Context: an optimization exercise on an open-source flow, tuned for small area, a short achievable clock period and few clock cycles per item. The choices shown serve that exercise and are no tape-out recipe.
At most, simulation tests tie the RTL to the original design; equivalence was not proved.

## the previous run
==> module div, before the edit <==
module div#(
  parameter WIDTH = 64
)(
  input                     i_clk         ,
  input                     i_rst_n       ,
  input                     i_flush       ,
  input                     i_divw        ,
  input                     i_start       ,
  output                    o_busy        ,
  output logic              o_end_valid   ,
  input                     i_end_ready   ,
  input                     i_signed      ,
  input  logic [WIDTH-1:0]  i_dividend    ,
  input  logic [WIDTH-1:0]  i_divisor     ,
  output logic [WIDTH-1:0]  o_quotient    ,
  output logic [WIDTH-1:0]  o_remainder
);
  localparam WB = 68;          
  localparam WT = WB + 1;      
  logic       busy_r, prep_r, iter_r, fix_r;
  logic [5:0] cnt;
  logic       last;
  logic       w_r, sx_r, sd_r, sq_r;
  logic [63:0]   rem_r;      
  logic [WB-1:0] b_r;        
  logic [63:0]   quo_r;
  assign o_busy      = busy_r;
  assign o_quotient  = quo_r;
  assign o_remainder = rem_r;
  wire [63:0] x_in = i_divw ? {{32{i_signed & i_dividend[31]}}, i_dividend[31:0]} : i_dividend;
  wire [63:0] d_in = i_divw ? {{32{i_signed & i_divisor [31]}}, i_divisor [31:0]} : i_divisor;
  wire [63:0] draw = b_r[63:0];
  wire        dz = ~|draw;
  wire [63:0] xa = rem_r ^ {sx_r, rem_r[63:1]};
  wire [63:0] da = draw  ^ {sd_r, draw[63:1]};
  logic [6:0] lzx, lzd;
  div_lzc64 u_lzx (.a(xa), .n(lzx));
  div_lzc64 u_lzd (.a(da), .n(lzd));
  wire signed [8:0] s_ub = $signed({2'b0, lzd}) - $signed({2'b0, lzx}) + $signed({8'b0, sx_r});
  wire        q_zero = s_ub[8];             
  wire [6:0]  s_use  = s_ub[6:0] | 7'd1;    
  wire [WB-1:0] nd_sh = $signed(b_r << s_use) ^ {WB{~sd_r}};
  wire [WB-1:0] b1 = $signed(b_r) >>> 1;
  wire [WT-1:0] t0 = {{(WT-64){1'b0}}, rem_r} + {b_r[WB-1], b_r} + {{(WT-1){1'b0}}, ~sd_r};
  wire          a0 = ~t0[WT-1];
  wire [63:0]   r1 = a0 ? t0[63:0] : rem_r;
  wire [WT-1:0] t1 = {{(WT-64){1'b0}}, r1} + {b1[WB-1], b1} + {{(WT-1){1'b0}}, ~sd_r};
  wire          a1 = ~t1[WT-1];
  wire [63:0]   r2 = a1 ? t1[63:0] : r1;
  wire        neg_q = last & sq_r;
  wire        ext   = last & w_r;
  wire [63:0] q_neg = ~quo_r + 64'd1;
  wire [63:0] q_it  = ~neg_q ? {quo_r[61:0], a0, a1} :
                      a1     ? {~quo_r[61:0], ~a0, 1'b1} :
                      a0     ? {~quo_r[61:0], 2'b10} : {q_neg[61:0], 2'b00};
  wire [63:0] r_ext = ext ? {{32{r2[31]}}, r2[31:0]} : r2;
  wire [63:0] q_ext = ext ? {{32{q_it[31]}}, q_it[31:0]} : q_it;
  wire [63:0] r_neg = ~rem_r + 64'd1;
  wire [63:0] r_fix = w_r ? {{32{r_neg[31]}}, r_neg[31:0]} : r_neg;
  wire        short = dz | q_zero;
  wire [63:0] r_short = w_r ? {{32{rem_r[31]}}, rem_r[31:0]} : rem_r;
  wire [63:0] r_abs   = sx_r ? r_neg : rem_r;
  always_ff @(posedge i_clk or negedge i_rst_n) begin
    if (!i_rst_n) begin
      busy_r      <= 1'b0;
      prep_r      <= 1'b0;
      iter_r      <= 1'b0;
      fix_r       <= 1'b0;
      o_end_valid <= 1'b0;
    end else if (i_flush) begin
      busy_r      <= 1'b0;
      prep_r      <= 1'b0;
      iter_r      <= 1'b0;
      fix_r       <= 1'b0;
      o_end_valid <= 1'b0;
    end else begin
      prep_r <= i_start;
      if (i_start) busy_r <= 1'b1;
      else if (o_end_valid & i_end_ready) busy_r <= 1'b0;
      if (prep_r) iter_r <= ~short;
      else if (iter_r & last) iter_r <= 1'b0;
      fix_r <= iter_r & last & sx_r;
      if ((prep_r & short) | (iter_r & last & ~sx_r) | fix_r) o_end_valid <= 1'b1;
      else if (i_end_ready) o_end_valid <= 1'b0;
    end
  end
  always_ff @(posedge i_clk) begin
    if (!busy_r) begin
      rem_r <= x_in;
      w_r   <= i_divw;
      sx_r  <= i_signed & x_in[63];
      sd_r  <= i_signed & d_in[63];
      sq_r  <= i_signed & (x_in[63] ^ d_in[63]);
    end else if (prep_r) begin
      rem_r <= short ? r_short : r_abs;
      quo_r <= {64{dz}};
      cnt   <= s_use[6:1];
      last  <= (s_use[6:1] == 6'd0);
    end else if (iter_r) begin
      rem_r <= r_ext;
      quo_r <= q_ext;
      cnt   <= cnt - 6'd1;
      last  <= (cnt == 6'd1);
    end else if (fix_r) begin
      rem_r <= r_fix;
    end
  end
  always_ff @(posedge i_clk) begin
    if (!busy_r)     b_r <= {{(WB-64){i_signed & d_in[63]}}, d_in};
    else if (prep_r) b_r <= nd_sh;
    else             b_r <= $signed(b_r) >>> 2;
  end
endmodule
Settings: LEC_CHECK=0, CAP_MARGIN=20, CORE_MARGIN=2, CORE_UTILIZATION=45, PLACE_DENSITY=0.6, SLEW_MARGIN=20; clock period 20.0 ns.
standard.sh (not shown) runs the stock make flow with config.mk's settings and CLKGATE_MAP_FILE= SYNTH_SCRIPT=/design/flow/synth_recipe.tcl, a recipe that flattens the netlist after the stock synthesis.
==> flow/flow/run.sh <==
#!/bin/bash
set -euo pipefail
bash standard.sh SETUP_SLACK_MARGIN=13 finish > standard_flow.log 2>&1
Edits applied to the flow inputs when going from the previous run to the current run:
--- a/flow/design.v
+++ b/flow/design.v
@@ -65,15 +65,15 @@
   wire [63:0] xa = rem_r ^ {sx_r, rem_r[63:1]};
   wire [63:0] da = draw  ^ {sd_r, draw[63:1]};
   logic [6:0] lzx, lzd;
   div_lzc64 u_lzx (.a(xa), .n(lzx));
   div_lzc64 u_lzd (.a(da), .n(lzd));
-  wire signed [8:0] s_ub = $signed({2'b0, lzd}) - $signed({2'b0, lzx}) + $signed({8'b0, sx_r});
+  wire [8:0]  s_ub = {2'b0, lzd} - {2'b0, lzx} + {8'b0, sx_r};
   wire        q_zero = s_ub[8];             
   wire [6:0]  s_use  = s_ub[6:0] | 7'd1;    
-  wire [WB-1:0] nd_sh = $signed(b_r << s_use) ^ {WB{~sd_r}};
-  wire [WB-1:0] b1 = $signed(b_r) >>> 1;
+  wire [WB-1:0] nd_sh = (b_r << s_use) ^ {WB{~sd_r}};
+  wire [WB-1:0] b1 = {b_r[WB-1], b_r[WB-1:1]};
   wire [WT-1:0] t0 = {{(WT-64){1'b0}}, rem_r} + {b_r[WB-1], b_r} + {{(WT-1){1'b0}}, ~sd_r};
   wire          a0 = ~t0[WT-1];
   wire [63:0]   r1 = a0 ? t0[63:0] : rem_r;
   wire [WT-1:0] t1 = {{(WT-64){1'b0}}, r1} + {b1[WB-1], b1} + {{(WT-1){1'b0}}, ~sd_r};
   wire          a1 = ~t1[WT-1];
@@ -137,8 +137,8 @@
     end
   end
   always_ff @(posedge i_clk) begin
     if (!busy_r)     b_r <= {{(WB-64){i_signed & d_in[63]}}, d_in};
     else if (prep_r) b_r <= nd_sh;
-    else             b_r <= $signed(b_r) >>> 2;
+    else             b_r <= {{2{b_r[WB-1]}}, b_r[WB-1:2]};
   end
 endmodule
[summary]
The previous run -> the current run: final setup violation count delta 0, exact match. Re ratio of routed vias to standard cells: no difference whatsoever between the current run and the previous run. Diff the previous run..the current run | setup slack | unchanged. From the previous run to the current run, final cycle utilization of the critical path did not move at all. The current run and the previous run ended up with roughly the same final-layout fill cell count. Between the current run and the previous run, the post-synthesis instance area does not differ in any meaningful way. Sequential share of layout area came out exactly the same in the current run and the previous run. Diff the current run..the previous run | fraction of area in non-clock buffers | unchanged.
Testbench counts of the current run, summed over its fixed seeds: cycles 6,959, items 900.
Only the layout flow was run in the previous run; the RTL was not checked for function there.

---

div, a different RTL version from the one above (not shown whole).
For scale: ~210 flip-flops, about 0.030 mm² of cells after synthesis.
==> module div, before the edit <==
module div#(
  parameter WIDTH = 64
)(
  input                     i_clk         ,
  input                     i_rst_n       ,
  input                     i_flush       ,
  input                     i_divw        ,
  input                     i_start       ,
  output                    o_busy        ,
  output logic              o_end_valid   ,
  input                     i_end_ready   ,
  input                     i_signed      ,
  input  logic [WIDTH-1:0]  i_dividend    ,
  input  logic [WIDTH-1:0]  i_divisor     ,
  output logic [WIDTH-1:0]  o_quotient    ,
  output logic [WIDTH-1:0]  o_remainder
);
  localparam WB = 66;          
  localparam WT = WB + 1;      
  logic       busy_r, prep_r, iter_r, fix_r;
  logic [5:0] cnt;
  logic       last;
  logic       w_r, sx_r, sd_r, sq_r;
  logic [63:0]   rem_r;      
  logic [WB-1:0] b_r;        
  logic [63:0]   quo_r;
  assign o_busy      = busy_r;
  assign o_quotient  = quo_r;
  assign o_remainder = rem_r;
  wire [63:0] x_in = i_divw ? {{32{i_signed & i_dividend[31]}}, i_dividend[31:0]} : i_dividend;
  wire [63:0] d_in = i_divw ? {{32{i_signed & i_divisor [31]}}, i_divisor [31:0]} : i_divisor;
  wire [63:0] draw = b_r[63:0];
  wire        dz = ~|draw;
  wire [63:0] xa = rem_r ^ {sx_r, rem_r[63:1]};
  wire [63:0] da = draw  ^ {sd_r, draw[63:1]};
  logic [6:0] lzx, lzd;
  div_lzc64 u_lzx (.a(xa), .n(lzx));
  div_lzc64 u_lzd (.a(da), .n(lzd));
  wire        px = sx_r & ~|(~rem_r[63:1] & rem_r[62:0]);
  wire        pd = sd_r & ~|(~draw[63:1]  & draw[62:0]);
  wire [8:0]  s_ub = {2'b0, lzd} - {2'b0, lzx} + {8'b0, px} - {8'b0, pd};
  wire        q_zero = s_ub[8];             
  wire [6:0]  s_use  = s_ub[6:0] | 7'd1;    
  wire [WB-1:0] nd_sh = (b_r << s_use) ^ {WB{~sd_r}};
  wire [WB-1:0] b1 = {b_r[WB-1], b_r[WB-1:1]};
  wire [WT-1:0] t0 = {{(WT-64){1'b0}}, rem_r} + {b_r[WB-1], b_r} + {{(WT-1){1'b0}}, ~sd_r};
  wire          a0 = ~t0[WT-1];
  wire [63:0]   r1 = a0 ? t0[63:0] : rem_r;
  wire [WT-1:0] t1 = {{(WT-64){1'b0}}, r1} + {b1[WB-1], b1} + {{(WT-1){1'b0}}, ~sd_r};
  wire          a1 = ~t1[WT-1];
  wire [63:0]   r2 = a1 ? t1[63:0] : r1;
  wire        neg_q = last & sq_r;
  wire        ext   = last & w_r;
  wire [63:0] q_neg = ~quo_r + 64'd1;
  wire [63:0] q_it  = ~neg_q ? {quo_r[61:0], a0, a1} :
                      a1     ? {~quo_r[61:0], ~a0, 1'b1} :
                      a0     ? {~quo_r[61:0], 2'b10} : {q_neg[61:0], 2'b00};
  wire [63:0] r_ext = ext ? {{32{r2[31]}}, r2[31:0]} : r2;
  wire [63:0] q_ext = ext ? {{32{q_it[31]}}, q_it[31:0]} : q_it;
  wire [63:0] r_neg = ~rem_r + 64'd1;
  wire [63:0] r_fix = w_r ? {{32{r_neg[31]}}, r_neg[31:0]} : r_neg;
  wire        short = dz | q_zero;
  wire [63:0] r_short = w_r ? {{32{rem_r[31]}}, rem_r[31:0]} : rem_r;
  wire [63:0] r_abs   = sx_r ? r_neg : rem_r;
  always_ff @(posedge i_clk or negedge i_rst_n) begin
    if (!i_rst_n) begin
      busy_r      <= 1'b0;
      prep_r      <= 1'b0;
      iter_r      <= 1'b0;
      fix_r       <= 1'b0;
      o_end_valid <= 1'b0;
    end else if (i_flush) begin
      busy_r      <= 1'b0;
      prep_r      <= 1'b0;
      iter_r      <= 1'b0;
      fix_r       <= 1'b0;
      o_end_valid <= 1'b0;
    end else begin
      prep_r <= i_start;
      if (i_start) busy_r <= 1'b1;
      else if (o_end_valid & i_end_ready) busy_r <= 1'b0;
      if (prep_r) iter_r <= ~short;
      else if (iter_r & last) iter_r <= 1'b0;
      fix_r <= iter_r & last & sx_r;
      if ((prep_r & short) | (iter_r & last & ~sx_r) | fix_r) o_end_valid <= 1'b1;
      else if (i_end_ready) o_end_valid <= 1'b0;
    end
  end
  always_ff @(posedge i_clk) begin
    if (!busy_r) begin
      rem_r <= x_in;
      w_r   <= i_divw;
      sx_r  <= i_signed & x_in[63];
      sd_r  <= i_signed & d_in[63];
      sq_r  <= i_signed & (x_in[63] ^ d_in[63]);
    end else if (prep_r) begin
      rem_r <= short ? r_short : r_abs;
      quo_r <= {64{dz}};
      cnt   <= s_use[6:1];
      last  <= (s_use[6:1] == 6'd0);
    end else if (iter_r) begin
      rem_r <= r_ext;
      quo_r <= q_ext;
      cnt   <= cnt - 6'd1;
      last  <= (cnt == 6'd1);
    end else if (fix_r) begin
      rem_r <= r_fix;
    end
  end
  always_ff @(posedge i_clk) begin
    if (!busy_r)     b_r <= {{(WB-64){i_signed & d_in[63]}}, d_in};
    else if (prep_r) b_r <= nd_sh;
    else             b_r <= {{2{b_r[WB-1]}}, b_r[WB-1:2]};
  end
endmodule
Settings: LEC_CHECK=0, CAP_MARGIN=20, CORE_MARGIN=2, CORE_UTILIZATION=45, PLACE_DENSITY=0.6, SLEW_MARGIN=20; clock period 20.0 ns.
==> flow/flow/run.sh <==
#!/bin/bash
set -euo pipefail
bash standard.sh SETUP_SLACK_MARGIN=13.5 TNS_END_PERCENT=0 'BUFFER_PORTS_ARGS=-buffer_cell sky130_fd_sc_hd__buf_2' finish > standard_flow.log 2>&1
The starting point went through all stages and came out clean.
Edit:
--- a/flow/design.v
+++ b/flow/design.v
@@ -44,11 +44,11 @@
   input  logic [WIDTH-1:0]  i_dividend    ,
   input  logic [WIDTH-1:0]  i_divisor     ,
   output logic [WIDTH-1:0]  o_quotient    ,
   output logic [WIDTH-1:0]  o_remainder
 );
-  localparam WB = 66;          
+  localparam WB = 68;          
   localparam WT = WB + 1;      
   logic       busy_r, prep_r, iter_r, fix_r;
   logic [5:0] cnt;
   logic       last;
   logic       w_r, sx_r, sd_r, sq_r;
@@ -65,13 +65,11 @@
   wire [63:0] xa = rem_r ^ {sx_r, rem_r[63:1]};
   wire [63:0] da = draw  ^ {sd_r, draw[63:1]};
   logic [6:0] lzx, lzd;
   div_lzc64 u_lzx (.a(xa), .n(lzx));
   div_lzc64 u_lzd (.a(da), .n(lzd));
-  wire        px = sx_r & ~|(~rem_r[63:1] & rem_r[62:0]);
-  wire        pd = sd_r & ~|(~draw[63:1]  & draw[62:0]);
-  wire [8:0]  s_ub = {2'b0, lzd} - {2'b0, lzx} + {8'b0, px} - {8'b0, pd};
+  wire [8:0]  s_ub = {2'b0, lzd} - {2'b0, lzx} + {8'b0, sx_r};
   wire        q_zero = s_ub[8];             
   wire [6:0]  s_use  = s_ub[6:0] | 7'd1;    
   wire [WB-1:0] nd_sh = (b_r << s_use) ^ {WB{~sd_r}};
   wire [WB-1:0] b1 = {b_r[WB-1], b_r[WB-1:1]};
   wire [WT-1:0] t0 = {{(WT-64){1'b0}}, rem_r} + {b_r[WB-1], b_r} + {{(WT-1){1'b0}}, ~sd_r};
Result: Cell count falls by 3.3%; cell area falls by 5.3%; die area barely changes; critical path depth goes down by 8; setup slack gets better by 0.22 ns; via count goes down by 6.9%; synthesized cell count climbs by 0.57%; routed wire length decreases by 12%; synthesized area barely changes; utilization came out lower by 3.1 points; clock-buffer cell count is lower by 11.
Testbench counts after the change, summed over its fixed seeds: cycles 6,959, items 900.
No functional check of the RTL was part of the first run of this note.

-- static timing again, ports no longer ideal --
The results above use ideal ports. As a check the final layouts listed here were re-extracted and re-timed, cells and wires unchanged.
Step 1 (the two cells are an assumption about what drives the block):
set clk [get_ports {i_clk}]
set_driving_cell -lib_cell sky130_fd_sc_hd__clkbuf_16 $clk
set_driving_cell -lib_cell sky130_fd_sc_hd__buf_2 [delete_from_list [all_inputs] $clk]
Step 2 moves the port delays by t, midway between the first and last clock arrival at a register: inputs arrive t later, outputs are due t later. That takes back most of the time a late clock gives input paths.
Slacks: ideal ports / drivers / drivers and shift; pairs: ideal ports / drivers.
run | shift t [ns] | setup slack, ns | hold slack, ns | cell pins on the clock port's net
the previous run | 0.682 | 13.031 / 13.031 / 13.031 | 0.650 / 0.650 / 0.650 | 1
the current run | 0.682 | 13.031 / 13.031 / 13.031 | 0.650 / 0.650 / 0.650 | 1
the first run of note 2 | 0.705 | 13.006 / 13.006 / 13.006 | 0.487 / 0.487 / 0.487 | 1
the second run of note 2 | 0.678 | 13.224 / 13.224 / 13.224 | 0.558 / 0.558 / 0.558 | 1
After both steps setup and hold are still met in every run listed.
